This is an optimization exercise on Yosys and OpenROAD, whose aim is small area, a short achievable clock period and few clock cycles per item, not a production implementation. Function was checked by simulation only, so behaviour that the tests miss may differ from the original.

==> flow/design.v <==
module Multiplicador (
    input  [33:0] P,       
    input  [32:0] X,       
    input  [8:0]  Y,       
    output [41:0] S        
);
function [33:0] pp;        
    input [32:0] x;
    input [2:0]  y;
    reg one, two, neg;
    begin
        one = y[1] ^ y[0];
        two = (y[2] & ~y[1] & ~y[0]) | (~y[2] & y[1] & y[0]);
        neg = y[2];
        pp  = (({34{one}} & {x[32], x}) | ({34{two}} & {x, 1'b0})) ^ {34{neg & (one | two)}};
    end
endfunction
wire [33:0] p0 = pp(X, Y[2:0]);
wire [33:0] p1 = pp(X, Y[4:2]);
wire [33:0] p2 = pp(X, Y[6:4]);
wire [33:0] p3 = pp(X, Y[8:6]);
wire n0 = Y[2] & ~(Y[1] & Y[0]);
wire n1 = Y[4] & ~(Y[3] & Y[2]);
wire n2 = Y[6] & ~(Y[5] & Y[4]);
wire n3 = Y[8] & ~(Y[7] & Y[6]);
wire [41:0] o0 = {{8{P[33]}}, P};
wire [41:0] o1 = {{8{p0[33]}}, p0};
wire [41:0] o2 = {{6{p1[33]}}, p1, 2'b0};
wire [41:0] o3 = {{4{p2[33]}}, p2, 4'b0};
wire [41:0] o4 = {{2{p3[33]}}, p3, 6'b0};
wire [41:0] o5 = {35'b0, n3, 1'b0, n2, 1'b0, n1, 1'b0, n0};
wire [41:0] s1a = o0 ^ o1 ^ o2;
wire [41:0] c1a = {((o0 & o1) | (o0 & o2) | (o1 & o2)), 1'b0};
wire [41:0] s1b = o3 ^ o4 ^ o5;
wire [41:0] c1b = {((o3 & o4) | (o3 & o5) | (o4 & o5)), 1'b0};
wire [41:0] s2  = s1a ^ c1a ^ s1b;
wire [41:0] c2  = {((s1a & c1a) | (s1a & s1b) | (c1a & s1b)), 1'b0};
wire [41:0] s3  = s2 ^ c2 ^ c1b;
wire [41:0] c3  = {((s2 & c2) | (s2 & c1b) | (c2 & c1b)), 1'b0};
assign S = s3 + c3;
endmodule
module Divisao (
    input  [31:0] R,       
    input  [33:0] D,       
    output [31:0] R2,      
    output        q1,      
    output        q2,      
    output [31:0] t1       
);
wire [34:0] d1 = {3'b0, R} - {1'b0, D};
assign q1 = ~d1[34];
assign t1 = d1[31:0];
wire [31:0] R1 = q1 ? d1[31:0] : R;
wire [34:0] d2 = {3'b0, R1} - {2'b0, D[33:1]};
assign q2 = ~d2[34];
assign R2 = q2 ? d2[31:0] : R1;
endmodule
module MulDiv (
    input         clk,
    input         reset,
    input  [31:0] a,
    input  [31:0] b,
    input         start_mul,
    input         start_div,
    output [31:0] hi,
    output [31:0] lo,
    output        done,
    output        div_zero
);
localparam IDLE = 3'd0, MUL = 3'd1, DPRE = 3'd2, DIV = 3'd3, DPOST = 3'd4;
reg [2:0]  st;
reg [4:0]  cnt;
reg [33:0] H;        
reg [31:0] L;        
reg [33:0] X;        
reg        e;        
reg        first;    
reg        sa, sb;   
reg        done_r, dz_r;
assign hi       = H[31:0];
assign lo       = L;
assign done     = done_r;
assign div_zero = dz_r;
wire [32:0] xm = {X[31] & (|X[30:0]), X[31:0]};    
wire [41:0] msum;
Multiplicador mstep (
    .P (first ? 34'd0 : H),
    .X (xm),
    .Y ({L[7:0], e & ~first}),
    .S (msum)
);
wire [31:0] r2, t1;
wire        q1, q2;
Divisao dstep (.R(H[31:0]), .D(X), .R2(r2), .q1(q1), .q2(q2), .t1(t1));
function [5:0] bitlen;
    input [31:0] v;
    integer i;
    begin
        bitlen = 6'd0;
        for (i = 0; i < 32; i = i + 1)
            if (v[i]) bitlen = i + 1;
    end
endfunction
wire        a_neg = X[31];
wire        b_neg = L[31];
wire [31:0] xa    = X[31:0] ^ {32{a_neg}};           
wire [31:0] xb    = L ^ {32{b_neg}};                  
wire [31:0] dabs  = b_neg ? (32'd0 - L) : L;          
wire [5:0]  la    = bitlen(xa);
wire [5:0]  lb    = bitlen(xb);
wire [6:0]  sdiff = {1'b0, la} - {1'b0, lb};          
wire        qzero = sdiff[6];                         
wire [4:0]  kk    = sdiff[5:1];                       
wire [33:0] dal   = qzero ? {2'b0, dabs} : ({1'b0, dabs, 1'b0} << {kk, 1'b0});
wire        bzero = ~|L;
wire        inv   = sa ^ sb;
wire        quirk = sa & ~sb & ~|L & ~&t1;            
wire [31:0] qfix  = quirk ? 32'd1 : ((L ^ {32{inv}}) + {31'd0, sb});
always @(posedge clk) begin
    if (reset) begin
        st     <= IDLE;
        done_r <= 1'b0;
        dz_r   <= 1'b0;
    end else begin
        case (st)
        IDLE: begin
            X <= {2'b0, a};
            if (start_mul | start_div) begin
                L      <= b;
                done_r <= 1'b0;
                dz_r   <= 1'b0;
            end
            first <= 1'b1;
            cnt   <= 5'd3;
            if (start_mul)      st <= MUL;
            else if (start_div) st <= DPRE;
        end
        MUL: begin
            H     <= msum[41:8];
            L     <= {msum[7:0], L[31:8]};
            e     <= L[7];
            first <= 1'b0;
            cnt   <= cnt - 5'd1;
            if (cnt == 5'd0) begin
                st     <= IDLE;
                done_r <= 1'b1;
            end
        end
        DPRE: begin
            sa  <= a_neg;
            sb  <= b_neg;
            H   <= {2'b0, xa};
            L   <= 32'd0;
            X   <= dal;
            cnt <= kk;
            if (bzero) begin
                st     <= IDLE;
                done_r <= 1'b1;
                dz_r   <= 1'b1;
            end else if (qzero) begin
                if (a_neg) st <= DPOST;
                else begin
                    st     <= IDLE;
                    done_r <= 1'b1;
                end
            end else
                st <= DIV;
        end
        DIV: begin
            H   <= {2'b0, r2};
            L   <= {L[29:0], q1, q2};
            cnt <= cnt - 5'd1;
            if (cnt == 5'd0) begin
                X <= {1'b0, X[33:1]};
                if (sa | sb) st <= DPOST;
                else begin
                    st     <= IDLE;
                    done_r <= 1'b1;
                end
            end else
                X <= {2'b0, X[33:2]};
        end
        DPOST: begin
            if (sa) H <= {2'b0, ~t1};
            L      <= qfix;
            st     <= IDLE;
            done_r <= 1'b1;
        end
        default: st <= IDLE;
        endcase
    end
end
endmodule
==> flow/run.sh <==
#!/bin/bash
# synth_recipe.tcl (not shown) runs the flow's synth.tcl, then flattens the netlist and writes it again
# the make line also repeats each setting of config.mk as NAME=value (left out here)
make -C /OpenROAD-flow-scripts/flow DESIGN_CONFIG=/design/flow/config.mk WORK_HOME=/design/flow/orfs CLKGATE_MAP_FILE= SYNTH_SCRIPT=/design/flow/synth_recipe.tcl finish
==> flow/config.mk <==
export PLATFORM = sky130hd
export DESIGN_NAME = MulDiv
export DESIGN_NICKNAME = MulDiv
export VERILOG_FILES = /design/flow/design.v
export SDC_FILE = /design/flow/constraint.sdc
export NUM_CORES = 4
export LEC_CHECK = 0
export CAP_MARGIN = 20
export CORE_MARGIN = 2
export CORE_UTILIZATION = 40
export SLEW_MARGIN = 20
==> flow/constraint.sdc <==
create_clock -name core_clock -period 30.0 [get_ports {clk}]
set_input_delay 6.0000 -clock core_clock [delete_from_list [all_inputs] [get_ports {clk}]]
set_output_delay 6.0000 -clock core_clock [all_outputs]
set_load 0.01 [all_outputs]
==> reports/summary.txt, run 1 <==
Status = no timing/DRC/antenna violations
Slew @ Worst Pin = 1.18 ns
Post-CTS Hold Buffers = 0
CTS Buf Count = 17
Vias per cell = 6.39
Vias = 27,700
Slew Viols, Final = 0
Post-detail-place hpwl = 75,300 um
Max_cap viols = 0
Final ANT Viol Nets = 0
Crit path kind = reg -> out
FF-to-FF Start = X[15]
Ys async rst share = 0%
Register bit total from synthesis = 114
Hold WS = 0.581 ns
Synth Flop Type = edfxtp_1
Area of the multi-input gates = 20,100 um^2
Synth warn = 2
Initial core utilization = 40.6%
Final setup viols = 0
P&R area growth vs syn = 8.71%
GRT Overall Usage = 30.5%
Wire per inst = 24.0 um
Drt drc = 0
Clk sinks = 114
Post-CTS Setup Repair Bufs = 0
Clk Latency, worst-skew pair = 0.51 ns
TritonCTS clock tree = built
Vias in the first global route = 25,100
Root Buffer Master = clkbuf_16
Final setup TNS = 0 ns
Gr ovfl total = 0
Final #Nets = 3,817
Largest net degree at the start of global routing = 86
Crit end category = output port
DP Worst Slack = 22.05 ns
Hold path endpoint = done_r
Placer's final routability congestion estimate = 0.986
Reg2reg setup slack = 21.78 ns
Clock Skew = 0.0246 ns
H-tree levels = 4
Sequential share of the synthesized area = 13.1%
Worst Setup SP = L[1]
Number of synthesized flops with an enable pin = 109
CP Launch Type = flop
Hold path depth = 2
Core area = 63,300 um^2
Post-Layout Inst Area = 27,900 um^2
Post-cts resize count = 0
Final setup margin = 21.77 ns
Antenna Diode Count = 0
PortBufs = 133
Final period utilization = 27.4%
Area of the die = 66,300 um^2
Share of layout cells above drive strength 1 = 6.26%
First-pass GRT wire length = 158,000 um
Hold_sp = done_r
F_max = 121 MHz
Count of final hold-check violations = 0
Drt pass-1 iters = 7
Post-DP Area = 27,400 um^2
Die Wd = 257 um
Antenna violations before repair = 1
I/O pin count = 134
Synth Cell Area = 25,700 um^2
Worst Hold Class = reg -> reg
Final WL = 104,000 um
Violation count after the first detailed-route iteration = 3,664
Post-synth cell types = 91
Reg area = 3380 um^2
Worst Path Max Fanout = 80
Crit path DAT = 2.23 ns
Min Tclk post-route = 8.23 ns
Reg2reg path depth = 24
Clock buffer depth = 2
Post-Syn Nets = 3,925
Req. time, crit path = 24.00 ns
Row cnt = 92
RSZ-0062 raised after global routing = false
Headroom to the max-slew limit = 21.2%
Fill cells = 6,537
Synthesized instance count = 3,579
CTS clock-pin slew for the worst setup and hold paths = 0.07 ns
Die Y = 257 um
Capture point of the worst reg-to-reg path = H[26]
Syn_area_per_cell = 7.18 um^2
synthesized netlist by cell type (47+ instances only):
cell type / number / share of area [%]
a21o_1: 47 / 1.4
a21oi_1: 435 / 8.5
a221oi_1: 101 / 3.4
a31oi_1: 69 / 1.7
clkbuf_1: 277 / 4.0
edfxtp_1: 109 / 13
fa_1: 111 / 8.7
ha_1: 167 / 8.1
inv_1: 228 / 3.3
mux2i_1: 49 / 1.9
nand2_1: 324 / 4.7
nand2b_1: 60 / 1.5
nand3_1: 56 / 1.1
nor2_1: 309 / 4.5
nor3_1: 71 / 1.4
o21ai_0: 192 / 3.7
o21ai_1: 65 / 1.3
o31ai_1: 72 / 2.1
xnor2_1: 124 / 4.2
xor2_1: 68 / 2.3
metrics by stage:
stage / util, % / std cells
3_5_place_dp: 43.2 / 4298
2_1_floorplan: - / 3579
5_1_grt: 44.1 / 4330
4_1_cts: 44.1 / 4330
6_report: 44.1 / 4330
3_3_place_gp: 43.2 / 4298
state kept, by name (all words and copies together) (netlist names):
signal,cells
H,34
L,32
X,34
cnt,5
done_r,1
dz_r,1
e,1
first,1
sa,1
sb,1
st,3
logic make-up (layout without fill, tap and decap cells):
logic type               count (synthesis)  in the layout  share of synthesized area (%)
AND/OR/NAND/NOR                       1009           1009                           18.0
adder cells (fa/ha/maj)                278            278                           16.8
buffers and inverters                  586            491                           9.12
AO/OA/AOI/OAI                         1320           1320                           33.1
XOR/XNOR                               192            192                           6.55
multiplexers                            80             80                           3.36
flip-flops                             114            114                           13.1
metal layers:
metal  share of wire [%]  track usage [%]  up-vias
li1                    -                -    12800
met5                   0                0        -
met4                 3.8             12.0        0
met3                 9.2             4.90      161
met2                  43             46.2     1490
met1                  44             43.2    13300
cell type report:
type / count / area share, %
Clock buffer: 17 / 1.52
Clock inverter: 15 / 0.484
Inverter: 245 / 3.29
Multi-Input combinational cell: 2879 / 71.9
Sequential cell: 114 / 12.1
Tap cell: 846 / 3.79
Timing Repair Buffer: 214 / 6.95
worst max path at each step:
| stage | cells after the start | slack (ns) | endpoint |
|---|---|---|---|
| 2_1_floorplan | 2 | 20.92 | L[0] |
| 3_3_place_gp | 23 | 22.01 | H[33] |
| 3_5_place_dp | 4 | 22.05 | st[2] |
| 4_1_cts | 2 | 21.76 | lo[1] |
| 5_1_grt | 24 | 21.39 | H[16] |
| 6_report | 2 | 21.77 | lo[1] |
cell usage in the layout, fill, tap and decap left out, types with 12 or more instances in the layout:
| cell type | Yosys | layout |
|---|---|---|
| a21oi_1 | 435 | 434 |
| nand2_1 | 324 | 323 |
| nor2_1 | 309 | 303 |
| inv_1 | 228 | 228 |
| o21ai_0 | 192 | 192 |
| ha_1 | 167 | 165 |
| clkdlybuf4s50_1 | 0 | 133 |
| xnor2_1 | 124 | 123 |
| fa_1 | 111 | 111 |
| edfxtp_1 | 109 | 109 |
| a221oi_1 | 101 | 101 |
| buf_4 | 33 | 81 |
| o31ai_1 | 72 | 72 |
| a31oi_1 | 69 | 69 |
| nor3_1 | 71 | 69 |
| xor2_1 | 68 | 67 |
| o21ai_1 | 65 | 64 |
| nand2b_1 | 60 | 59 |
| nand3_1 | 56 | 56 |
| mux2i_1 | 49 | 48 |
| a21o_1 | 47 | 47 |
| and2_1 | 40 | 40 |
| o22ai_1 | 34 | 34 |
| o21a_1 | 33 | 33 |
| a31o_2 | 32 | 32 |
| a22oi_1 | 29 | 29 |
| a211oi_1 | 29 | 28 |
| nor2b_1 | 28 | 27 |
| or3_1 | 25 | 25 |
| nor4_1 | 24 | 24 |
| o211ai_1 | 21 | 21 |
| nand4_1 | 20 | 20 |
| a22o_1 | 19 | 19 |
| mux2_1 | 17 | 17 |
| clkbuf_16 | 0 | 17 |
| and3_1 | 15 | 15 |
| or2_2 | 12 | 12 |
| inv_2 | 11 | 12 |
| o221ai_1 | 12 | 12 |
| mux2_2 | 12 | 12 |
worst max-delay path, cell delays in order (launching register included):
cell and delay [ns]:
edfxtp_1 0.35, buf_4 0.67, clkdlybuf4s50_1 0.70
Testbench counts, summed over its fixed seeds: cycles 10,268, items 1,920.
==> run 2, diff against run 1 <==
--- a/flow/design.v
+++ b/flow/design.v
@@ -41,17 +41,18 @@
 endmodule
 module Divisao (
     input  [31:0] R,       
-    input  [33:0] D,       
+    input  [34:0] N,       
+    input         cin,
     output [31:0] R2,      
     output        q1,      
     output        q2,      
     output [31:0] t1       
 );
-wire [34:0] d1 = {3'b0, R} - {1'b0, D};
+wire [34:0] d1 = {3'b0, R} + N + {34'd0, cin};
 assign q1 = ~d1[34];
 assign t1 = d1[31:0];
 wire [31:0] R1 = q1 ? d1[31:0] : R;
-wire [34:0] d2 = {3'b0, R1} - {2'b0, D[33:1]};
+wire [34:0] d2 = {3'b0, R1} + {N[34], N[34:1]} + {34'd0, cin};
 assign q2 = ~d2[34];
 assign R2 = q2 ? d2[31:0] : R1;
 endmodule
@@ -72,9 +73,10 @@
 reg [4:0]  cnt;
 reg [33:0] H;        
 reg [31:0] L;        
-reg [33:0] X;        
+reg [34:0] X;        
 reg        e;        
 reg        first;    
+reg [1:0]  skip;     
 reg        sa, sb;   
 reg        done_r, dz_r;
 assign hi       = H[31:0];
@@ -82,16 +84,32 @@
 assign done     = done_r;
 assign div_zero = dz_r;
 wire [32:0] xm = {X[31] & (|X[30:0]), X[31:0]};    
-wire [41:0] msum;
+wire [41:0] ms;
 Multiplicador mstep (
     .P (first ? 34'd0 : H),
     .X (xm),
     .Y ({L[7:0], e & ~first}),
-    .S (msum)
-);
+    .S (ms)
+);
+wire fit8  = (&L[31:7])  | ~|L[31:7];
+wire fit16 = (&L[31:15]) | ~|L[31:15];
+wire fit24 = (&L[31:23]) | ~|L[31:23];
+wire [1:0] skip0 = fit8 ? 2'd3 : fit16 ? 2'd2 : fit24 ? 2'd1 : 2'd0;
+wire       mlast = first ? fit8 : (cnt == 5'd0);
+wire [1:0] sk    = ~mlast ? 2'd0 : first ? skip0 : skip;
+reg [33:0] mh;
+reg [31:0] ml;
+always @(*) begin
+    case (sk)
+    2'd0: begin mh = ms[41:8];                   ml = {ms[7:0],  L[31:8]};  end
+    2'd1: begin mh = {{8{ms[41]}},  ms[41:16]};  ml = {ms[15:0], L[31:16]}; end
+    2'd2: begin mh = {{16{ms[41]}}, ms[41:24]};  ml = {ms[23:0], L[31:24]}; end
+    default: begin mh = {{24{ms[41]}}, ms[41:32]}; ml = ms[31:0];          end
+    endcase
+end
 wire [31:0] r2, t1;
 wire        q1, q2;
-Divisao dstep (.R(H[31:0]), .D(X), .R2(r2), .q1(q1), .q2(q2), .t1(t1));
+Divisao dstep (.R(H[31:0]), .N(X), .cin(~sb), .R2(r2), .q1(q1), .q2(q2), .t1(t1));
 function [5:0] bitlen;
     input [31:0] v;
     integer i;
@@ -105,13 +123,14 @@
 wire        b_neg = L[31];
 wire [31:0] xa    = X[31:0] ^ {32{a_neg}};           
 wire [31:0] xb    = L ^ {32{b_neg}};                  
-wire [31:0] dabs  = b_neg ? (32'd0 - L) : L;          
 wire [5:0]  la    = bitlen(xa);
-wire [5:0]  lb    = bitlen(xb);
+wire [5:0]  lb    = bitlen(xb);                       
 wire [6:0]  sdiff = {1'b0, la} - {1'b0, lb};          
 wire        qzero = sdiff[6];                         
 wire [4:0]  kk    = sdiff[5:1];                       
-wire [33:0] dal   = qzero ? {2'b0, dabs} : ({1'b0, dabs, 1'b0} << {kk, 1'b0});
+wire [34:0] bx    = {{3{b_neg}}, L};
+wire [34:0] bsh   = qzero ? bx : ({bx[33:0], 1'b0} << {kk, 1'b0});
+wire [34:0] nd    = bsh ^ {35{~b_neg}};               
 wire        bzero = ~|L;
 wire        inv   = sa ^ sb;
 wire        quirk = sa & ~sb & ~|L & ~&t1;            
@@ -124,24 +143,27 @@
     end else begin
         case (st)
         IDLE: begin
-            X <= {2'b0, a};
+            X <= {3'b0, a};
             if (start_mul | start_div) begin
                 L      <= b;
                 done_r <= 1'b0;
                 dz_r   <= 1'b0;
             end
             first <= 1'b1;
-            cnt   <= 5'd3;
             if (start_mul)      st <= MUL;
             else if (start_div) st <= DPRE;
         end
         MUL: begin
-            H     <= msum[41:8];
-            L     <= {msum[7:0], L[31:8]};
+            H     <= mh;
+            L     <= ml;
             e     <= L[7];
             first <= 1'b0;
-            cnt   <= cnt - 5'd1;
-            if (cnt == 5'd0) begin
+            if (first) begin
+                skip <= skip0;
+                cnt  <= {3'b0, 2'd2 - skip0};
+            end else
+                cnt  <= cnt - 5'd1;
+            if (mlast) begin
                 st     <= IDLE;
                 done_r <= 1'b1;
             end
@@ -151,7 +173,7 @@
             sb  <= b_neg;
             H   <= {2'b0, xa};
             L   <= 32'd0;
-            X   <= dal;
+            X   <= nd;
             cnt <= kk;
             if (bzero) begin
                 st     <= IDLE;
@@ -171,14 +193,14 @@
             L   <= {L[29:0], q1, q2};
             cnt <= cnt - 5'd1;
             if (cnt == 5'd0) begin
-                X <= {1'b0, X[33:1]};
+                X <= {X[34], X[34:1]};
                 if (sa | sb) st <= DPOST;
                 else begin
                     st     <= IDLE;
                     done_r <= 1'b1;
                 end
             end else
-                X <= {2'b0, X[33:2]};
+                X <= {{2{X[34]}}, X[34:2]};
         end
         DPOST: begin
             if (sa) H <= {2'b0, ~t1};
==> run 2 against run 1 <==
  * Still clean
  * Fmax fell by 7.3%
  * Global-route usage rose by 4.2 points
  * Synthesized cell count rose by 6.6%
  * Critical path depth up 23
  * Routed wire length grew 20%
  * Non-clock buffer count increased by 20
  * Via count increased by 11%
  * Final cell count up 5.7%
  * Clock-buffer cell count is the same
==> reports/summary.txt, run 2 <==
Area contributors post-synth = edfxtp_1 (12%), fa_1 (8.3%), ha_1 (7.3%), a21oi_1 (7.0%), nand2_1 (6.1%) (was edfxtp_1 (13%), fa_1 (8.7%), a21oi_1 (8.5%), ha_1 (8.1%), nand2_1 (4.7%))
I/O pin count = 134 (unchanged)
Drt pass-1 iters = 11 (was 7)
Share of layout cells above drive strength 1 = 6.67% (was 6.26%)
Share of the synthesized area in the top cell type = 12.4% (was 12.7%)
Synth Cell Area = 27,200 um^2 (was 25,700 um^2)
Most common cell after layout, fill and taps aside = nand2_1 (was a21oi_1)
Initial core utilization = 40.4% (was 40.6%)
Final period utilization = 29.6% (was 27.4%)
Hold path depth = 2 (unchanged)
Drt drc = 0 (unchanged)
Post-cts resize count = 0 (unchanged)
Sequential share of the synthesized area = 12.7% (was 13.1%)
Clock Skew = 0.0224 ns (was 0.0246 ns)
Cell with the most instances after synthesis = nand2_1 (was a21oi_1)
Biggest register = X
Synthesized instance count = 3,815 (was 3,579)
CP max stage cell = edfxtp_1 (was clkdlybuf4s50_1)
CTS Buf Count = 17 (unchanged)
Max_cap viols = 0 (unchanged)
GRT Overall Usage = 34.7% (was 30.5%)
Post-synth cell types = 100 (was 91)
Vias in the first global route = 27,900 (was 25,100)
Antenna violations before repair = 3 (was 1)
Synth Area in Adders = 15.6% (was 16.8%)
Slew Viols, Final = 0 (unchanged)
CP dominant cell by count = fa_1
Reg2reg path depth = 25 (was 24)
H-tree levels = 4 (unchanged)
Die Y = 265 um (was 257 um)
CP Launch Type = flop (unchanged)
F_max = 113 MHz (was 121 MHz)
First-pass GRT wire length = 184,000 um (was 158,000 um)
Crit path kind = reg -> reg (was reg -> out)
Vias per cell = 6.74 (was 6.39)
Synth top cells by count = nand2_1 (441), a21oi_1 (379), nor2_1 (308) (was a21oi_1 (435), nand2_1 (324), nor2_1 (309))
Wire per inst = 27.3 um (was 24.0 um)
Headroom to the max-slew limit = 23.3% (was 21.2%)
Final setup margin = 21.12 ns (was 21.77 ns)
CTS clock-pin slew for the worst setup and hold paths = 0.07 ns (about the same)
XOR/XNOR Fraction of Synth Area = 5.51% (was 6.55%)
Most frequent cells in the layout = nand2_1 (441), a21oi_1 (375), nor2_1 (306) (was a21oi_1 (434), nand2_1 (323), nor2_1 (303))
PortBufs = 133 (unchanged)
DP Worst Slack = 21.33 ns (was 22.05 ns)
CP max stage delay = 0.80 ns (was 0.70 ns)
Synth Flop Type = edfxtp_1 (unchanged)
Gr ovfl total = 0 (unchanged)
Die Wd = 265 um (was 257 um)
Final #Nets = 4,028 (was 3,817)
Final setup TNS = 0 ns (unchanged)
Largest net degree at the start of global routing = 62 (was 86)
TritonCTS clock tree = built (unchanged)
Register bit total from synthesis = 117 (was 114)
RSZ-0062 raised after global routing = false (unchanged)
Ys async rst share = 0% (unchanged)
Clk Latency, worst-skew pair = 0.50 ns (was 0.51 ns)
Largest regs = X: 35 flops, H: 34 flops, L: 32 flops (was H: 34 flops, X: 34 flops, L: 32 flops)
Post-CTS Hold Buffers = 0 (unchanged)
Post-CTS Setup Repair Bufs = 0 (unchanged)
Root Buffer Master = clkbuf_16 (unchanged)
Mux cell area share after synthesis = 4.60% (was 3.36%)
Post-synthesis simple-gate area fraction = 20.0% (was 18.0%)
Worst Path Max Fanout = 42 (was 80)
Status = no timing/DRC/antenna violations (unchanged)
Final ANT Viol Nets = 0 (unchanged)
Count of final hold-check violations = 0 (unchanged)
Compound-gate portion of the synthesized area = 32.4% (was 33.1%)
Post-detail-place hpwl = 91,100 um (was 75,300 um)
Crit end category = flop (was output port)
Min Tclk post-route = 8.88 ns (was 8.23 ns)
Violation count after the first detailed-route iteration = 4,641 (was 3,664)
Synth warn = 2 (unchanged)
Crit path DAT = 9.22 ns (was 2.23 ns)
Final WL = 125,000 um (was 104,000 um)
Leading area contributor after synthesis = edfxtp_1 (unchanged)
Slew @ Worst Pin = 1.14 ns (was 1.18 ns)
Post-Syn Nets = 4,155 (was 3,925)
Clock buffer depth = 2 (unchanged)
Placed cells = 4,541 (was 4,298)
Row cnt = 95 (was 92)
P&R area growth vs syn = 8.53% (was 8.71%)
Clk sinks = 117 (was 114)
Area of the die = 70,100 um^2 (was 66,300 um^2)
Max FFs per register = 35
Number of synthesized flops with an enable pin = 112 (was 109)
Hold WS = 0.545 ns (was 0.581 ns)
Req. time, crit path = 30.34 ns (was 24.00 ns)
Syn_area_per_cell = 7.13 um^2 (was 7.18 um^2)
Vias = 30,800 (was 27,700)
Final setup viols = 0 (unchanged)
Worst Hold Class = reg -> reg (unchanged)
Core area = 67,300 um^2 (was 63,300 um^2)
Largest family of logic cells by synthesized area = compound AO/OA/AOI/OAI gates (unchanged)
Fin cells = 4,575 (was 4,330)
Placer's final routability congestion estimate = 1.03 (was 0.986)
## run 2: changes by cell type in the layout (fill, tap and decap cells not counted), sizes merged, moves of 40 or more
cell / before / now
a31oi: 69 / 119
mux2i: 49 / 89
o31ai: 73 / 15
nand2: 324 / 443
a21oi: 435 / 379
nand3: 56 / 96
## run 2: per-stage QoR
| stage | utilization, % | instance area [um^2] |
|---|---|---|
| after floorplan | - | 27200 |
| after global placement | 42.9 | 28900 |
| after detailed placement | 42.9 | 28900 |
| after CTS | 43.8 | 29500 |
| after global routing | 43.9 | 29500 |
| final | 43.9 | 29500 |
## run 2: per-layer routing
layer / global-route usage [%] / wire [um]
met2: 51.2 / 51300
met4: 17.3 / 7520
met5: 0.762 / 82
met3: 11.1 / 17400
met1: 45.4 / 48700
## run 2: path summary, 6_finish.rpt
check             startpoint     end  slack (ns)
setup / recovery        X[0]   H[10]       21.12
hold / removal        done_r  done_r        0.54
setup reg to reg        X[0]   H[10]       21.12
hold reg to reg       done_r  done_r        0.54
## run 2: kinds of logic (layout without fill, tap and decap cells)
kind of cell / count (synthesis) / count (layout)
fa+ha+maj: 272 / 272
xor+xnor: 171 / 171
other cells: 0 / 1
mux: 121 / 121
buf+inv: 604 / 490
flops: 117 / 117
compound gates: 1343 / 1343
simple gates: 1187 / 1187
## run 2: final cells by class
| type | instances | area (um^2) |
|---|---|---|
| fill | 6995 | 37800 |
| clock buffer | 17 | 425 |
| tap | 873 | 1090 |
| timing repair buffer | 234 | 2090 |
| multi-input combinational | 3094 | 21400 |
| clock inverter | 15 | 179 |
| antenna | 1 | 2.50 |
| sequential | 117 | 3460 |
| inverter | 224 | 841 |
## run 2: critical path: cells and delay by family (launching register included)
kind                     cells  cell delay [ns]
AO/OA/AOI/OAI               15             3.75
adder cells (fa/ha/maj)      4             1.85
multiplexers                 1             0.21
buffers and inverters        2             0.79
flip-flops                   1             0.80
AND/OR/NAND/NOR              3             1.28
Testbench counts of run 2, summed over its fixed seeds: cycles 8,909, items 1,920.
==> run 3, diff against run 2 <==
--- a/flow/design.v
+++ b/flow/design.v
@@ -23,12 +23,12 @@
 wire n1 = Y[4] & ~(Y[3] & Y[2]);
 wire n2 = Y[6] & ~(Y[5] & Y[4]);
 wire n3 = Y[8] & ~(Y[7] & Y[6]);
-wire [41:0] o0 = {{8{P[33]}}, P};
-wire [41:0] o1 = {{8{p0[33]}}, p0};
-wire [41:0] o2 = {{6{p1[33]}}, p1, 2'b0};
-wire [41:0] o3 = {{4{p2[33]}}, p2, 4'b0};
-wire [41:0] o4 = {{2{p3[33]}}, p3, 6'b0};
-wire [41:0] o5 = {35'b0, n3, 1'b0, n2, 1'b0, n1, 1'b0, n0};
+wire [41:0] o0 = {8'b0, ~P[33],  P[32:0]};
+wire [41:0] o1 = {8'b0, ~p0[33], p0[32:0]};
+wire [41:0] o2 = {6'b0, ~p1[33], p1[32:0], 2'b0};
+wire [41:0] o3 = {4'b0, ~p2[33], p2[32:0], 4'b0};
+wire [41:0] o4 = {2'b0, ~p3[33], p3[32:0], 6'b0};
+wire [41:0] o5 = {8'b11010101, 27'b0, n3, 1'b0, n2, 1'b0, n1, 1'b0, n0};
 wire [41:0] s1a = o0 ^ o1 ^ o2;
 wire [41:0] c1a = {((o0 & o1) | (o0 & o2) | (o1 & o2)), 1'b0};
 wire [41:0] s1b = o3 ^ o4 ^ o5;
==> flow/flow/run.sh (new file) <==
#!/bin/bash
# Standard layout, with repair_timing aiming for extra setup slack so that
# the critical paths get sized for a shorter period than the 30 ns clock.
set -euo pipefail
bash standard.sh SETUP_SLACK_MARGIN=22.5 finish > standard.log 2>&1
==> flow/standard.sh (new file) <==
#!/bin/bash
# synth_recipe.tcl (not shown) runs the flow's synth.tcl, then flattens the netlist and writes it again
# the make line also repeats each setting of config.mk as NAME=value (left out here)
make -C /OpenROAD-flow-scripts/flow DESIGN_CONFIG=/design/flow/config.mk WORK_HOME=/design/flow/orfs CLKGATE_MAP_FILE= SYNTH_SCRIPT=/design/flow/synth_recipe.tcl "${@:-finish}"
--- a/flow/config.mk
+++ b/flow/config.mk
@@ -7,5 +7,5 @@
 export LEC_CHECK = 0
 export CAP_MARGIN = 20
 export CORE_MARGIN = 2
-export CORE_UTILIZATION = 40
+export CORE_UTILIZATION = 45
 export SLEW_MARGIN = 20
removed: flow/run.sh
==> run 3 against run 2 <==
  * Die area is 13% lower
  * Sequential share of layout area is 0.21 points lower
  * Via count is 0.91% higher
==> reports/summary.txt, run 3 <==
Max FFs per register = 35 (unchanged)
Core area = 57,900 um^2 (was 67,300 um^2)
Crit path DAT = 1.49 ns (was 9.22 ns)
CP top delay family = buffers and inverters (was compound AO/OA/AOI/OAI gates)
Capture point of the worst reg-to-reg path = H[2] (was H[10])
P&R area growth vs syn = 13.6% (was 8.53%)
F_max = 133 MHz (was 113 MHz)
Biggest register = X (unchanged)
Antenna Diode Count = 0 (was 1)
Max_cap viols = 0 (unchanged)
Crit path depth = 1 (was 25)
Reg2reg path depth = 27 (was 25)
Area of the multi-input gates = 21,200 um^2 (was 21,400 um^2)
Fill cells = 5,764 (was 6,995)
Initial core utilization = 45.7% (was 40.4%)
Syn_area_per_cell = 7.10 um^2 (was 7.13 um^2)
Final period utilization = 25.0% (was 29.6%)
PortBufs = 133 (unchanged)
Register bit total from synthesis = 117 (unchanged)
Worst Hold Class = reg -> reg (unchanged)
Area contributors post-synth = edfxtp_1 (13%), fa_1 (7.8%), ha_1 (7.6%), a21oi_1 (7.2%), o21ai_0 (6.1%) (was edfxtp_1 (12%), fa_1 (8.3%), ha_1 (7.3%), a21oi_1 (7.0%), nand2_1 (6.1%))
Largest net degree at the start of global routing = 60 (was 62)
Crit path kind = reg -> out (was reg -> reg)
RSZ-0062 raised after global routing = true (was false)
CP Launch Type = flop (unchanged)
Clock buffer depth = 2 (unchanged)
Worst setup path end = hi[1] (was H[10])
Clock Skew = 0.0162 ns (was 0.0224 ns)
Placer's final routability congestion estimate = 1.02 (was 1.03)
Synth Flop Type = edfxtp_1 (unchanged)
Synthesized instance count = 3,722 (was 3,815)
Req. time, crit path = 24.00 ns (was 30.34 ns)
WP buf/inv = 1 (was 2)
Final WL = 135,000 um (was 125,000 um)
Most common cell after layout, fill and taps aside = nand2_1 (unchanged)
Vias = 31,100 (was 30,800)
Clk sinks = 117 (unchanged)
Violation count after the first detailed-route iteration = 4,544 (was 4,641)
CP max stage delay = 0.58 ns (was 0.80 ns)
Vias per cell = 6.95 (was 6.74)
Sequential share of the synthesized area = 13.1% (was 12.7%)
Drt drc = 0 (unchanged)
Wire per inst = 30.1 um (was 27.3 um)
Count of final hold-check violations = 0 (unchanged)
Ys async rst share = 0% (unchanged)
Min Tclk post-route = 7.49 ns (was 8.88 ns)
Drt pass-1 iters = 8 (was 11)
H-tree levels = 4 (unchanged)
Post-detail-place hpwl = 96,500 um (was 91,100 um)
Crit path cell chain = clkdlybuf4s50_1
Final #Nets = 4,031 (was 4,028)
Reg2reg setup slack = 22.63 ns (was 21.12 ns)
Most frequent cells in the layout = nand2_1 (397), a21oi_1 (375), o21ai_0 (315) (was nand2_1 (441), a21oi_1 (375), nor2_1 (306))
CP max stage cell = clkdlybuf4s50_1 (was edfxtp_1)
FF-to-FF Start = L[1] (was X[0])
Area of the die = 60,700 um^2 (was 70,100 um^2)
Worst Path Max Fanout = 2 (was 42)
Clk Latency, worst-skew pair = 0.48 ns (was 0.50 ns)
Post-Syn Nets = 4,053 (was 4,155)
Worst Setup SP = H[1] (was X[0])
Status = no timing/DRC/antenna violations (unchanged)
Synth top cells by count = nand2_1 (404), a21oi_1 (383), o21ai_0 (320) (was nand2_1 (441), a21oi_1 (379), nor2_1 (308))
Leading area contributor after synthesis = edfxtp_1 (unchanged)
Slew @ Worst Pin = 1.19 ns (was 1.14 ns)
Final ANT Viol Nets = 0 (unchanged)
First-pass GRT wire length = 194,000 um (was 184,000 um)
Headroom to the max-slew limit = 20.4% (was 23.3%)
Post-synth cell types = 91 (was 100)
Number of synthesized flops with an enable pin = 112 (unchanged)
Die Y = 246 um (was 265 um)
Die Wd = 246 um (was 265 um)
Row cnt = 88 (was 95)
GRT Overall Usage = 43.3% (was 34.7%)
Synth warn = 2 (unchanged)
Share of the synthesized area in the top cell type = 12.7% (was 12.4%)
TritonCTS clock tree = built (unchanged)
I/O pin count = 134 (unchanged)
Antenna violations before repair = 5 (was 3)
Root Buffer Master = clkbuf_16 (unchanged)
Share of layout cells above drive strength 1 = 10.6% (was 6.67%)
Reg area = 3460 um^2 (unchanged)
Vias in the first global route = 28,700 (was 27,900)
Final setup TNS = 0 ns (unchanged)
Crit end category = output port (was flop)
Post-DP Area = 28,100 um^2 (was 28,900 um^2)
Util after Layout = 51.9% (was 43.9%)
Slew Viols, Final = 0 (unchanged)
Synth Cell Area = 26,400 um^2 (was 27,200 um^2)
CTS clock-pin slew for the worst setup and hold paths = 0.07 ns (about the same)
Largest regs = X: 35 flops, H: 34 flops, L: 32 flops (unchanged)
Gr ovfl total = 0 (unchanged)
Final setup viols = 0 (unchanged)
Post-Layout Inst Area = 30,000 um^2 (was 29,500 um^2)
CTS Buf Count = 17 (unchanged)
Cell with the most instances after synthesis = nand2_1 (unchanged)
run 3: per-layer routing:
metal  vias to the layer above  routed length [um]  track usage (%)  share of wire [%]
met5                         -                  81                0              0.060
met4                        10                9870             26.0                7.3
met3                       512               16500             10.7                 12
met2                      2266               57000             65.4                 42
met1                     14800               51500             55.5                 38
li1                      13500                   -                -                  -
run 3: cell families after synthesis:
kind of cell	Yosys count	synth area share, %
multiplexers	117	4.73
XOR/XNOR	199	6.65
flip-flops	117	13.1
AO/OA/AOI/OAI	1333	32.0
adder cells (fa/ha/maj)	264	15.4
buffers and inverters	582	8.79
AND/OR/NAND/NOR	1110	19.3
run 3: worst min path at each step:
stage,end,cells past startpoint,startpoint
2_1_floorplan,dz_r,2,dz_r
3_3_place_gp,dz_r,2,dz_r
3_5_place_dp,dz_r,2,dz_r
4_1_cts,dz_r,2,dz_r
5_1_grt,done_r,2,done_r
6_report,dz_r,2,dz_r
run 3: layout make-up:
class                   count  area share (%)
clock buffers              21            1.75
clock inverters            11           0.325
inverters                 212            2.67
multi-input cells        3026            70.4
flip-flops and latches    117            11.5
well taps                 765            3.19
repair buffers            326            10.1
run 3: timing repair:
item	in CTS	in global routing
endpoints found under the setup margin	203	93
resized for setup	87	56
hold buffers	0	0
setup buffers	63	19
gates cloned	5	1
pin swaps	3	10
run 3: per-stage QoR:
step	setup slack [ns]	cells	hold slack, ns
global placement	21.05	4357	0.465
finish	22.51	4478	0.480
global route	22.38	4478	0.557
detailed placement	20.94	4358	0.472
CTS	22.39	4458	0.481
floorplan	22.63	3722	0.495
Testbench counts of run 3, summed over its fixed seeds: cycles 8,909, items 1,920.
==> run 4, diff against run 3 <==
==> flow/flow/run.sh (replaced) <==
#!/bin/bash
# Standard layout, with repair_timing aiming for extra setup slack so that
# the critical paths get sized for a shorter period than the 30 ns clock.
set -euo pipefail
bash standard.sh SETUP_SLACK_MARGIN=23 finish > standard.log 2>&1
--- a/flow/config.mk
+++ b/flow/config.mk
@@ -7,5 +7,5 @@
 export LEC_CHECK = 0
 export CAP_MARGIN = 20
 export CORE_MARGIN = 2
-export CORE_UTILIZATION = 45
+export CORE_UTILIZATION = 50
 export SLEW_MARGIN = 20
==> run 4 against run 3 <==
  * Sequential cell count unchanged
  * Synthesized cell count unchanged
  * Routed wire length increased by 5.6%
  * First-iteration DRC count increased by 28%
  * Critical endpoint is now hi[14]
  * Highest routed layer unchanged
==> reports/summary.txt, run 4 <==
Count of final hold-check violations = 0 (unchanged)
Slew @ Worst Pin = 1.27 ns (was 1.19 ns)
DP Worst Slack = 21.03 ns (was 20.94 ns)
CP Launch Type = flop (unchanged)
Headroom to the max-slew limit = 14.5% (was 20.4%)
Share of the synthesized area in the top cell type = 12.7% (unchanged)
Number of synthesized flops with an enable pin = 112 (unchanged)
GRT Overall Usage = 49.1% (was 43.3%)
Clock buffer depth = 2 (unchanged)
Final ANT Viol Nets = 0 (unchanged)
Crit path cell chain = buf_2 (was clkdlybuf4s50_1)
CTS Buf Count = 17 (unchanged)
Wire per inst = 31.5 um (was 30.1 um)
Final setup TNS = 0 ns (unchanged)
Register bit total from synthesis = 117 (unchanged)
Max FFs per register = 35 (unchanged)
Syn_area_per_cell = 7.10 um^2 (unchanged)
F_max = 138 MHz (was 133 MHz)
Root Buffer Master = clkbuf_16 (unchanged)
Placed cells = 4,271 (was 4,358)
Biggest register = X (unchanged)
TritonCTS clock tree = built (unchanged)
Ys async rst share = 0% (unchanged)
Final period utilization = 24.2% (was 25.0%)
Row cnt = 84 (was 88)
First-pass GRT wire length = 197,000 um (was 194,000 um)
Clk Latency, worst-skew pair = 0.50 ns (was 0.48 ns)
Synthesized instance count = 3,722 (unchanged)
Antenna violations before repair = 2 (was 5)
Clk sinks = 117 (unchanged)
Leading area contributor after synthesis = edfxtp_1 (unchanged)
Crit path kind = reg -> out (unchanged)
Final WL = 143,000 um (was 135,000 um)
WP buf/inv = 1 (unchanged)
Final #Nets = 4,156 (was 4,031)
RSZ-0062 raised after global routing = true (unchanged)
Share of layout cells above drive strength 1 = 17.0% (was 10.6%)
Synth warn = 2 (unchanged)
Post-CTS Hold Buffers = 0 (unchanged)
Die Wd = 234 um (was 246 um)
Area contributors post-synth = edfxtp_1 (13%), fa_1 (7.8%), ha_1 (7.6%), a21oi_1 (7.2%), o21ai_0 (6.1%) (unchanged)
Final setup margin = 22.75 ns (was 22.51 ns)
CP max stage delay = 0.55 ns (was 0.58 ns)
Initial core utilization = 50.4% (was 45.7%)
Slew Viols, Final = 0 (unchanged)
Largest regs = X: 35 flops, H: 34 flops, L: 32 flops (unchanged)
Post-detail-place hpwl = 92,800 um (was 96,500 um)
Vias = 33,100 (was 31,100)
Status = no timing/DRC/antenna violations (unchanged)
Final setup viols = 0 (unchanged)
Clock Skew = 0.0261 ns (was 0.0162 ns)
Synth Flop Type = edfxtp_1 (unchanged)
Synth Cell Area = 26,400 um^2 (unchanged)
Core area = 52,400 um^2 (was 57,900 um^2)
Placer's final routability congestion estimate = 1.11 (was 1.02)
Post-Syn Nets = 4,053 (unchanged)
Violation count after the first detailed-route iteration = 5,809 (was 4,544)
Vias per cell = 7.32 (was 6.95)
Fin cells = 4,528 (was 4,478)
CTS clock-pin slew for the worst setup and hold paths = 0.07 ns (about the same)
Drt pass-1 iters = 10 (was 8)
Min Tclk post-route = 7.25 ns (was 7.49 ns)
H-tree levels = 4 (unchanged)
Max_cap viols = 0 (unchanged)
CP max stage cell = edfxtp_1 (was clkdlybuf4s50_1)
Area of the die = 54,700 um^2 (was 60,700 um^2)
Drt drc = 0 (unchanged)
I/O pin count = 134 (unchanged)
Crit end category = output port (unchanged)
Sequential share of the synthesized area = 13.1% (unchanged)
Worst Hold Class = reg -> reg (unchanged)
Cell with the most instances after synthesis = nand2_1 (unchanged)
Die Y = 234 um (was 246 um)
CP top delay family = flip-flops (was buffers and inverters)
Worst Path Max Fanout = 2 (unchanged)
PortBufs = 133 (unchanged)
Largest net degree at the start of global routing = 70 (was 60)
Crit path DAT = 1.25 ns (was 1.49 ns)
P&R area growth vs syn = 19.9% (was 13.6%)
Req. time, crit path = 24.00 ns (about the same)
Vias in the first global route = 30,000 (was 28,700)
Most common cell after layout, fill and taps aside = nand2_1 (unchanged)
Synth top cells by count = nand2_1 (404), a21oi_1 (383), o21ai_0 (320) (unchanged)
Gr ovfl total = 0 (unchanged)
Most frequent cells in the layout = nand2_1 (396), a21oi_1 (361), o21ai_0 (297) (was nand2_1 (397), a21oi_1 (375), o21ai_0 (315))
Post-synth cell types = 91 (unchanged)
-- run 4: changes by cell type in the layout (fill, tap and decap cells not counted), sizes merged, moves of 4 or more --
cell	previous run	this run
dlygate4sd2	29	0
buf	190	362
clkdlybuf4s50	102	64
clkinvlp	4	9
clkbuf	21	29
bufbuf	3	7
-- run 4: final timing paths --
path              slack, ns  cells past startpoint  startpoint      to
hold reg to reg        0.55                      2        dz_r    dz_r
setup reg to reg      22.84                     29        H[0]   H[17]
setup / recovery      22.75                      1       H[14]  hi[14]
hold / removal         0.55                      2        dz_r    dz_r
-- run 4: final cells by class --
| cell class | instances | area, um^2 |
|---|---|---|
| multi-input cells | 3030 | 21800 |
| flip-flops and latches | 117 | 3470 |
| inverters | 212 | 822 |
| clock inverters | 15 | 159 |
| diodes | 2 | 5.00 |
| fillers | 4805 | 20800 |
| well taps | 688 | 861 |
| repair buffers | 447 | 4190 |
| clock buffers | 17 | 425 |
-- run 4: per-stage QoR --
step	hold slack [ns]	utilization (%)	area [um^2]
3_5_place_dp	0.550	53.3	28000
6_report	0.553	60.4	31700
3_3_place_gp	0.536	53.3	28000
2_1_floorplan	0.491	-	26500
4_1_cts	0.544	57.5	30200
5_1_grt	0.586	60.4	31700
-- run 4: cell families (layout without fill, tap and decap cells) --
group	count (synthesis)	in the layout	share of synthesized area, %
flip-flops	117	117	13.1
AND/OR/NAND/NOR	1110	1113	19.3
XOR/XNOR	199	199	6.65
multiplexers	117	120	4.73
AO/OA/AOI/OAI	1333	1334	32.0
adder cells (fa/ha/maj)	264	264	15.4
other	0	2	0
buffers and inverters	582	691	8.79
-- run 4: timing repair --
action / in CTS / in global routing
resized for setup: 420 / 140
pin swaps: 15 / 44
setup endpoints to repair: 242 / 123
buffers inserted: 127 / 69
cloned: 12 / 15
-- run 4: routing by layer --
layer	vias up	wire, um	part of all wire (%)	GRT usage (%)
li1	13700	-	-	-
met1	15500	49700	35	60.0
met2	3060	58000	41	72.2
met3	817	21900	15	16.1
met4	2	12900	9.1	35.8
met5	-	15	0.011	0
==> run 5, diff against run 4 <==
--- a/flow/design.v
+++ b/flow/design.v
@@ -1,8 +1,8 @@
 module Multiplicador (
-    input  [33:0] P,       
+    input  [31:0] P,       
     input  [32:0] X,       
     input  [8:0]  Y,       
-    output [41:0] S        
+    output [39:0] S        
 );
 function [33:0] pp;        
     input [32:0] x;
@@ -23,20 +23,20 @@
 wire n1 = Y[4] & ~(Y[3] & Y[2]);
 wire n2 = Y[6] & ~(Y[5] & Y[4]);
 wire n3 = Y[8] & ~(Y[7] & Y[6]);
-wire [41:0] o0 = {8'b0, ~P[33],  P[32:0]};
-wire [41:0] o1 = {8'b0, ~p0[33], p0[32:0]};
-wire [41:0] o2 = {6'b0, ~p1[33], p1[32:0], 2'b0};
-wire [41:0] o3 = {4'b0, ~p2[33], p2[32:0], 4'b0};
-wire [41:0] o4 = {2'b0, ~p3[33], p3[32:0], 6'b0};
-wire [41:0] o5 = {8'b11010101, 27'b0, n3, 1'b0, n2, 1'b0, n1, 1'b0, n0};
-wire [41:0] s1a = o0 ^ o1 ^ o2;
-wire [41:0] c1a = {((o0 & o1) | (o0 & o2) | (o1 & o2)), 1'b0};
-wire [41:0] s1b = o3 ^ o4 ^ o5;
-wire [41:0] c1b = {((o3 & o4) | (o3 & o5) | (o4 & o5)), 1'b0};
-wire [41:0] s2  = s1a ^ c1a ^ s1b;
-wire [41:0] c2  = {((s1a & c1a) | (s1a & s1b) | (c1a & s1b)), 1'b0};
-wire [41:0] s3  = s2 ^ c2 ^ c1b;
-wire [41:0] c3  = {((s2 & c2) | (s2 & c1b) | (c2 & c1b)), 1'b0};
+wire [39:0] o0 = {8'b0, ~P[31],  P[30:0]};
+wire [39:0] o1 = {6'b0, ~p0[33], p0[32:0]};
+wire [39:0] o2 = {4'b0, ~p1[33], p1[32:0], 2'b0};
+wire [39:0] o3 = {2'b0, ~p2[33], p2[32:0], 4'b0};
+wire [39:0] o4 = {~p3[33], p3[32:0], 6'b0};
+wire [39:0] o5 = {9'b010101011, 24'b0, n3, 1'b0, n2, 1'b0, n1, 1'b0, n0};
+wire [39:0] s1a = o0 ^ o1 ^ o2;
+wire [39:0] c1a = {((o0 & o1) | (o0 & o2) | (o1 & o2)), 1'b0};
+wire [39:0] s1b = o3 ^ o4 ^ o5;
+wire [39:0] c1b = {((o3 & o4) | (o3 & o5) | (o4 & o5)), 1'b0};
+wire [39:0] s2  = s1a ^ c1a ^ s1b;
+wire [39:0] c2  = {((s1a & c1a) | (s1a & s1b) | (c1a & s1b)), 1'b0};
+wire [39:0] s3  = s2 ^ c2 ^ c1b;
+wire [39:0] c3  = {((s2 & c2) | (s2 & c1b) | (c2 & c1b)), 1'b0};
 assign S = s3 + c3;
 endmodule
 module Divisao (
@@ -71,7 +71,7 @@
 localparam IDLE = 3'd0, MUL = 3'd1, DPRE = 3'd2, DIV = 3'd3, DPOST = 3'd4;
 reg [2:0]  st;
 reg [4:0]  cnt;
-reg [33:0] H;        
+reg [31:0] H;        
 reg [31:0] L;        
 reg [34:0] X;        
 reg        e;        
@@ -79,14 +79,14 @@
 reg [1:0]  skip;     
 reg        sa, sb;   
 reg        done_r, dz_r;
-assign hi       = H[31:0];
+assign hi       = H;
 assign lo       = L;
 assign done     = done_r;
 assign div_zero = dz_r;
 wire [32:0] xm = {X[31] & (|X[30:0]), X[31:0]};    
-wire [41:0] ms;
+wire [39:0] ms;
 Multiplicador mstep (
-    .P (first ? 34'd0 : H),
+    .P (first ? 32'd0 : H),
     .X (xm),
     .Y ({L[7:0], e & ~first}),
     .S (ms)
@@ -97,19 +97,19 @@
 wire [1:0] skip0 = fit8 ? 2'd3 : fit16 ? 2'd2 : fit24 ? 2'd1 : 2'd0;
 wire       mlast = first ? fit8 : (cnt == 5'd0);
 wire [1:0] sk    = ~mlast ? 2'd0 : first ? skip0 : skip;
-reg [33:0] mh;
+reg [31:0] mh;
 reg [31:0] ml;
 always @(*) begin
     case (sk)
-    2'd0: begin mh = ms[41:8];                   ml = {ms[7:0],  L[31:8]};  end
-    2'd1: begin mh = {{8{ms[41]}},  ms[41:16]};  ml = {ms[15:0], L[31:16]}; end
-    2'd2: begin mh = {{16{ms[41]}}, ms[41:24]};  ml = {ms[23:0], L[31:24]}; end
-    default: begin mh = {{24{ms[41]}}, ms[41:32]}; ml = ms[31:0];          end
+    2'd0: begin mh = ms[39:8];                   ml = {ms[7:0],  L[31:8]};  end
+    2'd1: begin mh = {{8{ms[39]}},  ms[39:16]};  ml = {ms[15:0], L[31:16]}; end
+    2'd2: begin mh = {{16{ms[39]}}, ms[39:24]};  ml = {ms[23:0], L[31:24]}; end
+    default: begin mh = {{24{ms[39]}}, ms[39:32]}; ml = ms[31:0];          end
     endcase
 end
 wire [31:0] r2, t1;
 wire        q1, q2;
-Divisao dstep (.R(H[31:0]), .N(X), .cin(~sb), .R2(r2), .q1(q1), .q2(q2), .t1(t1));
+Divisao dstep (.R(H), .N(X), .cin(~sb), .R2(r2), .q1(q1), .q2(q2), .t1(t1));
 function [5:0] bitlen;
     input [31:0] v;
     integer i;
@@ -171,7 +171,7 @@
         DPRE: begin
             sa  <= a_neg;
             sb  <= b_neg;
-            H   <= {2'b0, xa};
+            H   <= xa;
             L   <= 32'd0;
             X   <= nd;
             cnt <= kk;
@@ -189,7 +189,7 @@
                 st <= DIV;
         end
         DIV: begin
-            H   <= {2'b0, r2};
+            H   <= r2;
             L   <= {L[29:0], q1, q2};
             cnt <= cnt - 5'd1;
             if (cnt == 5'd0) begin
@@ -203,7 +203,7 @@
                 X <= {{2{X[34]}}, X[34:2]};
         end
         DPOST: begin
-            if (sa) H <= {2'b0, ~t1};
+            if (sa) H <= ~t1;
             L      <= qfix;
             st     <= IDLE;
             done_r <= 1'b1;
==> flow/flow/run.sh (replaced) <==
#!/bin/bash
# Standard layout, with repair_timing aiming for extra setup slack so that
# the critical paths get sized for a shorter period than the 30 ns clock.
set -euo pipefail
bash standard.sh SETUP_SLACK_MARGIN=22.75 finish > standard.log 2>&1
==> run 5 against run 4 <==
  * Global-route usage decreased by 3.6 points
  * Still clean
  * Register-to-register slack got worse by 0.07 ns
  * Die area decreased by 2.9%
  * Sequential share of layout area increased by 0.44 points
  * Worst setup slack got worse by 0.014 ns
==> reports/summary.txt, run 5 <==
Status = no timing/DRC/antenna violations (unchanged)
Biggest register = X (unchanged)
CP Launch Type = flop (unchanged)
First-pass GRT wire length = 181,000 um (was 197,000 um)
Area contributors post-synth = edfxtp_1 (13%), fa_1 (7.8%), ha_1 (7.8%), a21oi_1 (6.9%), nand2_1 (6.2%) (was edfxtp_1 (13%), fa_1 (7.8%), ha_1 (7.6%), a21oi_1 (7.2%), o21ai_0 (6.1%))
Util after Layout = 58.7% (was 60.4%)
Most common cell after layout, fill and taps aside = nand2_1 (unchanged)
Hold path depth = 2 (unchanged)
Violation count after the first detailed-route iteration = 4,545 (was 5,809)
Area of the die = 53,100 um^2 (was 54,700 um^2)
F_max = 138 MHz (about the same)
Crit path cell chain = clkdlybuf4s15_1 (was buf_2)
Synth Cell Area = 25,700 um^2 (was 26,400 um^2)
DP Worst Slack = 21.45 ns (was 21.03 ns)
Placer's final routability congestion estimate = 0.994 (was 1.11)
Final #Nets = 3,943 (was 4,156)
CTS clock-pin slew for the worst setup and hold paths = 0.06 ns (was 0.07 ns)
Synth top cells by count = nand2_1 (423), a21oi_1 (353), clkbuf_1 (250), o21ai_0 (250), nor2_1 (249) (was nand2_1 (404), a21oi_1 (383), o21ai_0 (320))
Clock Skew = 0.00965 ns (was 0.0261 ns)
Share of layout cells above drive strength 1 = 13.6% (was 17.0%)
Largest regs = X: 35 flops, H: 32 flops, L: 32 flops (was X: 35 flops, H: 34 flops, L: 32 flops)
Final WL = 127,000 um (was 143,000 um)
Max_cap viols = 0 (unchanged)
Vias in the first global route = 27,800 (was 30,000)
Post-synth cell types = 105 (was 91)
Post-detail-place hpwl = 86,800 um (was 92,800 um)
Synthesized instance count = 3,548 (was 3,722)
Root Buffer Master = clkbuf_16 (unchanged)
PortBufs = 133 (unchanged)
Max FFs per register = 35 (unchanged)
Sequential share of the synthesized area = 13.3% (was 13.1%)
Drt drc = 0 (unchanged)
RSZ-0062 raised after global routing = true (unchanged)
Ys async rst share = 0% (unchanged)
Vias per cell = 7.09 (was 7.32)
Share of the synthesized area in the top cell type = 12.9% (was 12.7%)
Worst Path Max Fanout = 2 (unchanged)
Fin cells = 4,314 (was 4,528)
Largest net degree at the start of global routing = 71 (was 70)
Slew @ Worst Pin = 1.22 ns (was 1.27 ns)
H-tree levels = 4 (unchanged)
Die Y = 231 um (was 234 um)
CP max stage cell = edfxtp_1 (unchanged)
Crit end category = output port (unchanged)
CTS Buf Count = 17 (unchanged)
Initial core utilization = 50.3% (was 50.4%)
Wire per inst = 29.4 um (was 31.5 um)
TritonCTS clock tree = built (unchanged)
Syn_area_per_cell = 7.23 um^2 (was 7.10 um^2)
Antenna violations before repair = 5 (was 2)
Final setup TNS = 0 ns (unchanged)
Gr ovfl total = 0 (unchanged)
Register bit total from synthesis = 115 (was 117)
WP buf/inv = 1 (unchanged)
Most frequent cells in the layout = nand2_1 (417), a21oi_1 (340), o21ai_0 (244) (was nand2_1 (396), a21oi_1 (361), o21ai_0 (297))
Reg2reg path depth = 24 (was 29)
Synth Flop Type = edfxtp_1 (unchanged)
CP max stage delay = 0.49 ns (was 0.55 ns)
Worst Hold Class = reg -> reg (unchanged)
Number of synthesized flops with an enable pin = 110 (was 112)
Core area = 51,000 um^2 (was 52,400 um^2)
CP top delay family = flip-flops (unchanged)
Crit path kind = reg -> out (unchanged)
Min Tclk post-route = 7.26 ns (was 7.25 ns)
Crit path DAT = 1.26 ns (was 1.25 ns)
Die Wd = 231 um (was 234 um)
GRT Overall Usage = 45.5% (was 49.1%)
Clk sinks = 115 (was 117)
Cell with the most instances after synthesis = nand2_1 (unchanged)
Final period utilization = 24.2% (about the same)
Placed cells = 4,132 (was 4,271)
Slew Viols, Final = 0 (unchanged)
Crit path depth = 1 (unchanged)
Post-Syn Nets = 3,876 (was 4,053)
Post-CTS Hold Buffers = 0 (unchanged)
Clk Latency, worst-skew pair = 0.49 ns (was 0.50 ns)
Headroom to the max-slew limit = 18.1% (was 14.5%)
Row cnt = 83 (was 84)
Req. time, crit path = 24.00 ns (about the same)
Vias = 30,600 (was 33,100)
Count of final hold-check violations = 0 (unchanged)
Clock buffer depth = 2 (unchanged)
Final ANT Viol Nets = 0 (unchanged)
P&R area growth vs syn = 16.6% (was 19.9%)
Final setup margin = 22.74 ns (was 22.75 ns)
Drt pass-1 iters = 10 (unchanged)
Leading area contributor after synthesis = edfxtp_1 (unchanged)
I/O pin count = 134 (unchanged)
Final setup viols = 0 (unchanged)
Synth warn = 2 (unchanged)
-- run 5: layout make-up --
| cell class | instances | area, um^2 |
|---|---|---|
| Antenna cell | 6 | 15.0 |
| Clock buffer | 18 | 429 |
| Clock inverter | 14 | 179 |
| Fill cell | 4762 | 21100 |
| Inverter | 219 | 826 |
| Multi-Input combinational cell | 2894 | 20800 |
| Sequential cell | 115 | 3400 |
| Tap cell | 680 | 851 |
| Timing Repair Buffer | 368 | 3440 |
-- run 5: per-layer routing --
layer | GRT usage (%) | vias to the layer above | wire, um
met5 | 0.643 | - | 119
met1 | 56.1 | 14500 | 46200
met3 | 12.3 | 553 | 16100
li1 | - | 13100 | -
met4 | 30.5 | 6 | 10500
met2 | 69.5 | 2409 | 53700
-- run 5: tightest hold or removal path, delay by kind of cell (launching register included) --
family	cells	cell delay, ns
DFF	1	0.36
AOI/OAI and AO/OA	1	0.08
and+or+nand+nor	1	0.08
-- run 5: per-stage QoR --
stage / cell area, um^2 / hold slack (ns)
3_5_place_dp: 27400 / 0.526
5_1_grt: 29900 / 0.575
6_report: 29900 / 0.558
3_3_place_gp: 27300 / 0.533
4_1_cts: 29100 / 0.549
2_1_floorplan: 25700 / 0.506
-- run 5: repair_timing --
action	4_1_cts	5_1_grt
setup endpoints to repair	214	67
setup buffers	91	41
resized for setup	259	95
pin swaps	6	19
gates cloned	5	7
-- run 5: final timing paths --
check	from	endpoint	slack [ns]
worst min-delay path	done_r	done_r	0.56
worst max-delay path	L[28]	lo[28]	22.74
worst max register to register	L[5]	L[19]	22.77
worst min register to register	done_r	done_r	0.56
-- run 5: cells by family (layout without fill, tap and decap cells) --
kind of cell | after synthesis | after routing | synth area share (%)
AOI/OAI and AO/OA | 1272 | 1274 | 32.1
and+or+nand+nor | 1023 | 1024 | 18.2
buffers and inverters | 543 | 619 | 8.31
adders and majority gates | 261 | 261 | 15.6
xor gates and xnor gates | 188 | 188 | 6.49
muxes | 146 | 147 | 5.99
DFF | 115 | 115 | 13.3
other | 0 | 6 | 0
Testbench counts of run 5, summed over its fixed seeds: cycles 8,909, items 1,920.
==> run 6, diff against run 5 <==
==> flow/flow/run.sh (replaced) <==
#!/bin/bash
# Standard layout, with repair_timing aiming for extra setup slack so that
# the critical paths get sized for a shorter period than the 30 ns clock.
set -euo pipefail
bash standard.sh SETUP_SLACK_MARGIN=22.5 finish > standard.log 2>&1
--- a/flow/config.mk
+++ b/flow/config.mk
@@ -7,5 +7,5 @@
 export LEC_CHECK = 0
 export CAP_MARGIN = 20
 export CORE_MARGIN = 2
-export CORE_UTILIZATION = 50
+export CORE_UTILIZATION = 45
 export SLEW_MARGIN = 20
==> run 6 against run 5 <==
  * Non-clock buffer count is 44 lower
  * Routed wire length is 6.9% higher
  * Utilization is 6.8 points lower
  * Cell area is 2.2% lower
  * Clock-buffer cell count is 1 lower
==> reports/summary.txt, run 6 <==
Status = no timing/DRC/antenna violations (unchanged)
Hold path endpoint = done_r (unchanged)
Clock Skew = 0.0239 ns (was 0.00965 ns)
Synth warn = 2 (unchanged)
Worst Path Max Fanout = 2 (unchanged)
Crit path kind = reg -> out (unchanged)
Capture point of the worst reg-to-reg path = L[31] (was L[19])
Register bit total from synthesis = 115 (unchanged)
I/O pin count = 134 (unchanged)
Max_cap viols = 0 (unchanged)
Drt drc = 0 (unchanged)
Initial core utilization = 45.5% (was 50.3%)
Core area = 56,400 um^2 (was 51,000 um^2)
Clk sinks = 115 (unchanged)
WP buf/inv = 1 (unchanged)
FF-to-FF Start = L[0] (was L[5])
Ys async rst share = 0% (unchanged)
Root Buffer Master = clkbuf_16 (unchanged)
Number of synthesized flops with an enable pin = 110 (unchanged)
Area contributors post-synth = edfxtp_1 (13%), fa_1 (7.8%), ha_1 (7.8%), a21oi_1 (6.9%), nand2_1 (6.2%) (unchanged)
Headroom to the max-slew limit = 19.2% (was 18.1%)
Drt pass-1 iters = 9 (was 10)
Post-CTS Hold Buffers = 0 (unchanged)
Post-Syn Nets = 3,876 (unchanged)
Crit end category = output port (unchanged)
Hold path depth = 2 (unchanged)
CP top delay family = buffers and inverters (was flip-flops)
Share of layout cells above drive strength 1 = 10.5% (was 13.6%)
Post-synth cell types = 105 (unchanged)
Final ANT Viol Nets = 0 (unchanged)
Clock buffer depth = 2 (unchanged)
Hold_sp = done_r (unchanged)
CP Launch Type = flop (unchanged)
CP max stage delay = 0.56 ns (was 0.49 ns)
Reg2reg setup slack = 22.63 ns (was 22.77 ns)
Gr ovfl total = 0 (unchanged)
RSZ-0062 raised after global routing = false (was true)
TritonCTS clock tree = built (unchanged)
Util after Layout = 51.9% (was 58.7%)
Synth Cell Area = 25,700 um^2 (unchanged)
Slew Viols, Final = 0 (unchanged)
Post-detail-place hpwl = 94,700 um (was 86,800 um)
CTS Buf Count = 17 (unchanged)
CTS clock-pin slew for the worst setup and hold paths = 0.07 ns (was 0.06 ns)
Req. time, crit path = 24.00 ns (about the same)
Synth top cells by count = nand2_1 (423), a21oi_1 (353), clkbuf_1 (250), o21ai_0 (250), nor2_1 (249) (unchanged)
Largest net degree at the start of global routing = 62 (was 71)
Clk Latency, worst-skew pair = 0.50 ns (was 0.49 ns)
## run 6: cell counts after synthesis
No cell type changed its count.
## run 6: layer usage
layer  share of wire (%)  wire (um)  track usage (%)
met1                  39      52800             59.8
met2                  40      54400             63.4
met3                  14      19600             13.6
met4                 6.3       8480             22.6
met5               0.059         80                0
## run 6: repair_timing
item	4_1_cts	5_1_grt
endpoints found under the setup margin	149	66
gates cloned	5	1
pin swaps	3	10
buffers inserted	66	19
gates resized for setup	80	41
## run 6: worst max path at each step
| stage | depth (start not counted) | endpoint | slack, ns |
|---|---|---|---|
| final | 1 | hi[1] | 22.53 |
| after global routing | 25 | H[19] | 22.47 |
| after floorplan | 3 | L[0] | 22.66 |
| after global placement | 26 | H[6] | 21.58 |
| after CTS | 27 | H[22] | 22.32 |
| after detailed placement | 26 | H[6] | 21.44 |
## run 6: kinds of logic after synthesis
| family | count (synthesis) | synth area share (%) |
|---|---|---|
| DFF | 115 | 13.3 |
| adders and majority gates | 261 | 15.6 |
| xor gates and xnor gates | 188 | 6.49 |
| and+or+nand+nor | 1023 | 18.2 |
| muxes | 146 | 5.99 |
| buffers and inverters | 543 | 8.31 |
| AOI/OAI and AO/OA | 1272 | 32.1 |
## run 6: layout make-up
| class | count | area (um^2) |
|---|---|---|
| clock inverters | 15 | 204 |
| well taps | 756 | 946 |
| fillers | 5670 | 27100 |
| inverters | 219 | 822 |
| flip-flops and latches | 115 | 3400 |
| clock buffers | 17 | 425 |
| diodes | 2 | 5.00 |
| multi-input cells | 2891 | 20400 |
| repair buffers | 324 | 3010 |
## run 6: metrics by stage
step	instances	hold slack [ns]	setup WS, ns	cell area [um^2]
finish	4339	0.506	22.53	29300
floorplan	3548	0.506	22.66	25700
global placement	4214	0.480	21.58	27500
global route	4337	0.550	22.47	29300
CTS	4317	0.511	22.32	28900
detailed placement	4214	0.491	21.44	27500

## separate check: timing with driven ports
The results above use ideal ports. As a check the final layouts listed here were re-extracted and re-timed, cells and wires unchanged.
Step 1 assumes that a clkbuf_16 drives the clock port and a buf_2 every other input.
Step 2 also shifts input and output timing later by t, the mid clock arrival at the registers, as if the neighbouring blocks saw the same clock.
Three values: no drivers, after step 1, after step 2; two values: the first two.
run	t, ns	setup slack, ns	cell pins on the clock port's net
run 1	0.557	21.767 / 21.706 / 21.784	1
run 2	0.555	21.118 / 21.118 / 21.118	1
run 3	0.540	22.508 / 22.444 / 22.185	1
run 4	0.556	22.750 / 22.684 / 22.448	1
run 5	0.544	22.735 / 22.679 / 22.326	1
run 6	0.549	22.528 / 22.468 / 22.032	1
After both steps setup and hold are still met in every run listed. For run 6, which loses most, drivers alone change the setup slack by -0.060 ns; drivers and shift together by -0.496 ns.
